This design comes from an exercise in tuning for small area on the open sky130 flow, not from production work. Function was checked by simulation only, so behaviour that the tests miss may differ from the original. No activity file was given, so power comes from the tool's default toggle rates.

## v37
==> flow/design.v <==
module edge_detector(
  input  logic clk,
  input  logic rst,
  input  logic in,
  output logic out
);
  logic [1:0] s_reg;
  always_ff @(posedge clk,posedge rst) begin
    if (rst)
      s_reg <= 2'b0;
    else begin
      s_reg[1] <= s_reg[0];
      s_reg[0] <= in;
    end
  end
  assign out = ~s_reg[1] & s_reg[0];
endmodule
module cellCA_sv(
	input logic self,
	input logic [2:0] vs,
	input logic [2:0] vc,
	output logic next);
logic p0, p1, q0, q1, h, c;
logic p0n, p1n, q0n, q1n;
assign {p1n, p0n} = {1'b0, ~vs[0]} + {1'b0, ~vs[1]} + {1'b0, ~vs[2]};
assign {q1n, q0n} = {1'b0, ~vc[0]} + {1'b0, ~vc[1]} + {1'b0, ~vc[2]};
assign p0 = ~p0n;
assign p1 = ~p1n;
assign q0 = ~q0n;
assign q1 = ~q1n;
assign h = p1 ^ q0;
assign c = p1 & q0;
assign next = (p0 & h & ~(c | q1)) | (self & ~p0 & ~h & (c ^ q1));
endmodule
module PanelDisplay (
	input logic clk,
	input logic rst,
	input logic cellOn,
	output logic [4:0] cellRow,
	output logic [5:0] cellCol,
	output logic [4:0] cycle20,
	output logic hsync,
	output logic vsync,
	output logic [3:0] red,
	output logic [3:0] green,
	output logic [3:0] blue);
  logic half;            
  logic [3:0] hOne;      
  logic [1:0] hTen;      
  logic [5:0] hCell;     
  logic [4:0] vLine;     
  logic [4:0] vCell;     
  logic hOneEnd, hTenEnd, lineEnd;
  assign hOneEnd = !half && hOne == 4'd9;
  assign hTenEnd = hOneEnd && (hTen == 2'd2 || (hCell == 6'd34 && hTen == 2'd1));
  assign lineEnd = hOneEnd && hCell == 6'd31 && hTen == 2'd0;
  always_ff @(posedge clk, posedge rst) begin
    if (rst) begin
      half <= 1'b0;
      hOne <= 4'd0;
      hTen <= 2'd1;      
      hCell <= 6'd31;
      vLine <= 5'd0;
      vCell <= 5'd0;
    end else begin
      half <= !half;
      if (!half)
        hOne <= (hOne == 4'd9) ? 4'd0 : hOne + 4'd1;
      if (hOneEnd)
        hTen <= hTenEnd ? 2'd0 : hTen + 2'd1;
      if (hTenEnd)
        hCell <= (hCell == 6'd34) ? 6'd0 : hCell + 6'd1;
      if (lineEnd) begin
        if (vLine == 5'd29 || (vCell == 5'd22 && vLine == 5'd5)) begin
          vLine <= 5'd0;
          vCell <= (vCell == 5'd22) ? 5'd0 : vCell + 5'd1;
        end else
          vLine <= vLine + 5'd1;
      end
    end
  end
  assign cellRow = vCell;
  assign cellCol = hCell;
  logic [3:0] hOneLag;
  assign hOneLag = !half ? hOne : (hOne == 4'd0) ? 4'd9 : hOne - 4'd1;
  assign cycle20 = {hOneLag, half};
  logic hsLow;
  always_comb begin
    if (hCell > 6'd25 && hCell < 6'd29)
      hsLow = 1'b1;
    else if (hCell == 6'd25)
      hsLow = hTen != 2'd0 || hOne >= 4'd6;
    else if (hCell == 6'd29)
      hsLow = hTen == 2'd0 && hOne <= 4'd5;
    else
      hsLow = 1'b0;
  end
  assign hsync = !hsLow;
  assign vsync = !(vCell == 5'd21 && vLine >= 5'd7 && vLine <= 5'd12);
  logic leftBar, rightBar, board, grid;
  assign leftBar = hCell > 6'd31 || (hCell == 6'd31 && hTen != 2'd0);   
  assign rightBar = (hCell >= 6'd20 && hCell <= 6'd22) || (hCell == 6'd23 && hTen == 2'd0);  
  assign board = hCell < 6'd20;                                           
  assign grid = (hTen == 2'd2 && hOne == 4'd9) || vLine == 5'd29;
  always_comb begin
    red = 4'b0000;
    green = 4'b0000;
    blue = 4'b0000;
    if (vCell < 5'd20) begin
      if (leftBar || rightBar) begin
        red = 4'b1111;
        green = 4'b1001;
        blue = 4'b1111;
      end else if (board) begin
        if (grid)
          red = 4'b1111;
        else if (cellOn) begin
          red = 4'b1111;
          green = 4'b1111;
          blue = 4'b1111;
        end
      end
    end
  end
endmodule
module GameOfLife_20(
	input logic clk,
	input logic rst,
	input logic load,
	input logic [4:0] load_row,  
	input logic [19:0] load_data,  
	input logic speedButton,  
	output logic vsync_out,
	output logic hsync_out,
	output logic [3:0] red,
	output logic [3:0] green,
	output logic [3:0] blue);
localparam int QN = 6;
logic vsync, hsync;
logic edgeDet, speedButtonEdge, step;
logic [1:0] vsync_edge;
logic [1:0] speedCounter;
logic [9:0][19:0] ringE, ringO;
logic [4:0] cycle20;      
logic [3:0] pair;         
logic sweep;              
logic sweepReg;
logic clearing;           
assign pair = (cycle20 >= 5'd10) ? 4'(cycle20 - 5'd10) : cycle20[3:0];
assign sweep = step | sweepReg;
always_ff @(posedge clk, posedge rst) begin
	if (rst) begin
		sweepReg <= 1'b1;
		clearing <= 1'b1;
	end else begin
		sweepReg <= sweep & (pair != 4'd9);
		clearing <= clearing & (pair != 4'd9);
	end
end
logic rowOk, pending, enq;
logic [3:0] lpair;
logic [4:0] dsum;
logic [3:0] dslot;
logic [9:0] ldE, ldO;
assign rowOk = load && (load_row < 5'd20);
assign lpair = load_row[4:1];
assign pending = sweep && (lpair > pair);    
assign enq = rowOk && pending;
assign dsum = {1'b0, lpair} + 5'd9 - {1'b0, pair};
assign dslot = (dsum >= 5'd10) ? 4'(dsum - 5'd10) : dsum[3:0];
always_comb
	for (int s = 0; s < 10; s++) begin
		ldE[s] = rowOk && !pending && !load_row[0] && (dslot == 4'(s));
		ldO[s] = rowOk && !pending && load_row[0] && (dslot == 4'(s));
	end
logic [QN-1:0] qv;
logic [QN-1:0][4:0] qtag;
logic [QN-1:0][19:0] qdata;
logic [QN-1:0] qhit, qfree, qalloc, qwr, qcm;
logic qanyhit, qcommitE, qcommitO;
logic [19:0] qoutE, qoutO;
always_comb begin
	qanyhit = 1'b0;
	qcommitE = 1'b0;
	qcommitO = 1'b0;
	qoutE = 20'd0;
	qoutO = 20'd0;
	for (int i = 0; i < QN; i++) begin
		qhit[i] = qv[i] && (qtag[i] == load_row);
		qcm[i] = sweep && qv[i] && (qtag[i][4:1] == pair);
		qfree[i] = !qv[i] || qcm[i];    
		qanyhit |= qhit[i];
		if (qcm[i] && !qtag[i][0]) begin
			qcommitE = 1'b1;
			qoutE |= qdata[i];
		end
		if (qcm[i] && qtag[i][0]) begin
			qcommitO = 1'b1;
			qoutO |= qdata[i];
		end
	end
	for (int i = 0; i < QN; i++) begin
		qalloc[i] = qfree[i];
		for (int k = 0; k < i; k++)
			if (qfree[k]) qalloc[i] = 1'b0;
		qwr[i] = enq && (qanyhit ? qhit[i] : qalloc[i]);
	end
end
always_ff @(posedge clk, posedge rst) begin
	if (rst)
		qv <= '0;
	else
		for (int i = 0; i < QN; i++)
			if (qwr[i])
				qv[i] <= 1'b1;
			else if (qcm[i])
				qv[i] <= 1'b0;
end
always_ff @(posedge clk)
	for (int i = 0; i < QN; i++)
		if (qwr[i]) begin
			qtag[i] <= load_row;
			qdata[i] <= load_data;
		end
logic [19:0] lineBuf;
logic [19:0] rowA, rowE, rowO, rowB, newE, newO;
assign rowA = (pair == 4'd0) ? 20'd0 : lineBuf;
assign rowE = ringE[0];
assign rowO = ringO[0];
assign rowB = (pair == 4'd9) ? 20'd0 : ~ringE[1];
logic [21:0] vsE, vcE, vsO, vcO;   
assign vsE[0] = 1'b0;
assign vcE[0] = 1'b0;
assign vsE[21] = 1'b0;
assign vcE[21] = 1'b0;
assign vsO[0] = 1'b0;
assign vcO[0] = 1'b0;
assign vsO[21] = 1'b0;
assign vcO[21] = 1'b0;
genvar j;
generate
for (j = 0; j < 20; j++) begin : g_col
	assign {vcE[j+1], vsE[j+1]} = {1'b0, rowA[j]} + {1'b0, rowE[j]} + {1'b0, rowO[j]};
	assign {vcO[j+1], vsO[j+1]} = {1'b0, rowE[j]} + {1'b0, rowO[j]} + {1'b0, rowB[j]};
	cellCA_sv u_cellE (.self(rowE[j]), .vs(vsE[j+2:j]), .vc(vcE[j+2:j]), .next(newE[j]));
	cellCA_sv u_cellO (.self(rowO[j]), .vs(vsO[j+2:j]), .vc(vcO[j+2:j]), .next(newO[j]));
end
endgenerate
logic [19:0] wpE, wpO;
always_comb begin
	if (sweep) begin
		wpE = qcommitE ? qoutE : clearing ? 20'd0 : newE;
		wpO = qcommitO ? qoutO : clearing ? 20'd0 : newO;
	end else begin
		wpE = ringE[0];
		wpO = ringO[0];
	end
end
always_ff @(posedge clk) begin
	for (int s = 0; s < 9; s++) begin
		ringE[s] <= ldE[s] ? ((s % 2 == 1) ? ~load_data : load_data) : ~ringE[s+1];
		ringO[s] <= ldO[s] ? ((s % 2 == 1) ? ~load_data : load_data) : ~ringO[s+1];
	end
	ringE[9] <= ldE[9] ? ~load_data : ~wpE;
	ringO[9] <= ldO[9] ? ~load_data : ~wpO;
end
logic [4:0] cellRow;
logic [5:0] cellCol;
always_ff @(posedge clk) begin
	if (rowOk && load_row == cellRow)
		lineBuf <= load_data;
	else if (sweep || cellRow[4:1] == pair)
		lineBuf <= (sweep || cellRow[0]) ? ringO[0] : ringE[0];
end
PanelDisplay panel(.clk(clk), .rst(rst), .cellOn(lineBuf[cellCol[4:0]]),
                   .cellRow(cellRow), .cellCol(cellCol), .cycle20(cycle20), .hsync(hsync),
                   .vsync(vsync), .red(red), .green(green), .blue(blue));
assign vsync_out = vsync;
assign hsync_out = hsync;
edge_detector vsync_edge_det(.clk(clk), .rst(rst), .in(vsync), .out(edgeDet));
edge_detector speedButton_edge(.clk(clk), .rst(rst), .in(speedButton), .out(speedButtonEdge));
always_ff @(posedge clk, posedge rst) begin
	if (rst)
		speedCounter <= 2'd0;
	else if (speedButtonEdge)
		speedCounter <= speedCounter + 2'd1;
end
assign step = edgeDet && ({1'b0, vsync_edge} >= 3'd3 - {1'b0, speedCounter});
always_ff @(posedge clk, posedge rst) begin
	if (rst)
		vsync_edge <= 2'd0;
	else if (edgeDet) begin
		if (step)
			vsync_edge <= 2'd0;
		else
			vsync_edge <= vsync_edge + 2'd1;
	end
end
endmodule
export LEC_CHECK = 0
export CAP_MARGIN = 0
export CORE_MARGIN = 2
export CORE_UTILIZATION = 70
export SLEW_MARGIN = 0
create_clock -name core_clock -period 10.0 [get_ports {clk}]
standard.sh (not shown) runs the stock make flow with config.mk's settings and CLKGATE_MAP_FILE= SYNTH_SCRIPT=/design/flow/synth_recipe.tcl, a recipe that flattens the netlist after the stock synthesis.
==> flow/flow/run.sh <==
#!/bin/bash
set -e
export CTS_ARGS="-sink_clustering_enable -repair_clock_nets -buf_list sky130_fd_sc_hd__clkbuf_2 -sink_clustering_size 6 -dont_use_dummy_load"
export BUFFER_PORTS_ARGS="-buffer_cell sky130_fd_sc_hd__buf_1"
bash standard.sh > standard_run.log 2>&1
v37: PASS, flow complete, no timing, DRC or antenna violations
What v39 does differently from v37 at the input level:
==> flow/design.v, changed modules only <==
module cellCA_sv(
	input logic self,
	input logic [2:0] vs,
	input logic [2:0] vc,
	output logic next);
logic p0, p1, q0, q1, h, c;
assign {p1, p0} = {1'b0, vs[0]} + {1'b0, vs[1]} + {1'b0, vs[2]};
assign {q1, q0} = {1'b0, vc[0]} + {1'b0, vc[1]} + {1'b0, vc[2]};
assign h = p1 ^ q0;
assign c = p1 & q0;
assign next = (p0 & h & ~(c | q1)) | (self & ~p0 & ~h & (c ^ q1));
endmodule
Results
Every run in the comparison, v37 and v39, completed the flow with a clean layout.
v37 -> v39: global-route congestion overflow total delta 0, exact match
Min critical path depth across v37 and v39: v37
[compare] base=v37 new=v39: core region area now larger; global-route usage now larger; sum of met3 wire segment lengths after detailed routing now larger; cell count of the worst reg-to-reg path now larger.
Max total power across v37 and v39: v37

re-timing with driven ports:
Ports are ideal in the flow. The routed layouts listed here were re-timed in OpenROAD.
Step 1, drivers: a clkbuf_16 drives clk and a buf_2 each remaining input, both assumed.
Step 2 times the ports against the registers' clock, not the clock port: input delays grow and output delays shrink by t, the midpoint of the rising clock arrivals with the driver on.
Slacks: ideal / step 1 / step 2; pairs: ideal / step 1.
run | shift t [ns] | setup slack, ns | worst slew at a driven data input, ns | cell pins on the clock port's net
v37 | 1.352 | 2.551 / 2.551 / 2.551 | 0.04 | 1
v39 | 1.335 | 2.463 / 2.463 / 2.463 | 0.04 | 1
After both steps setup and hold are still met in every run listed.
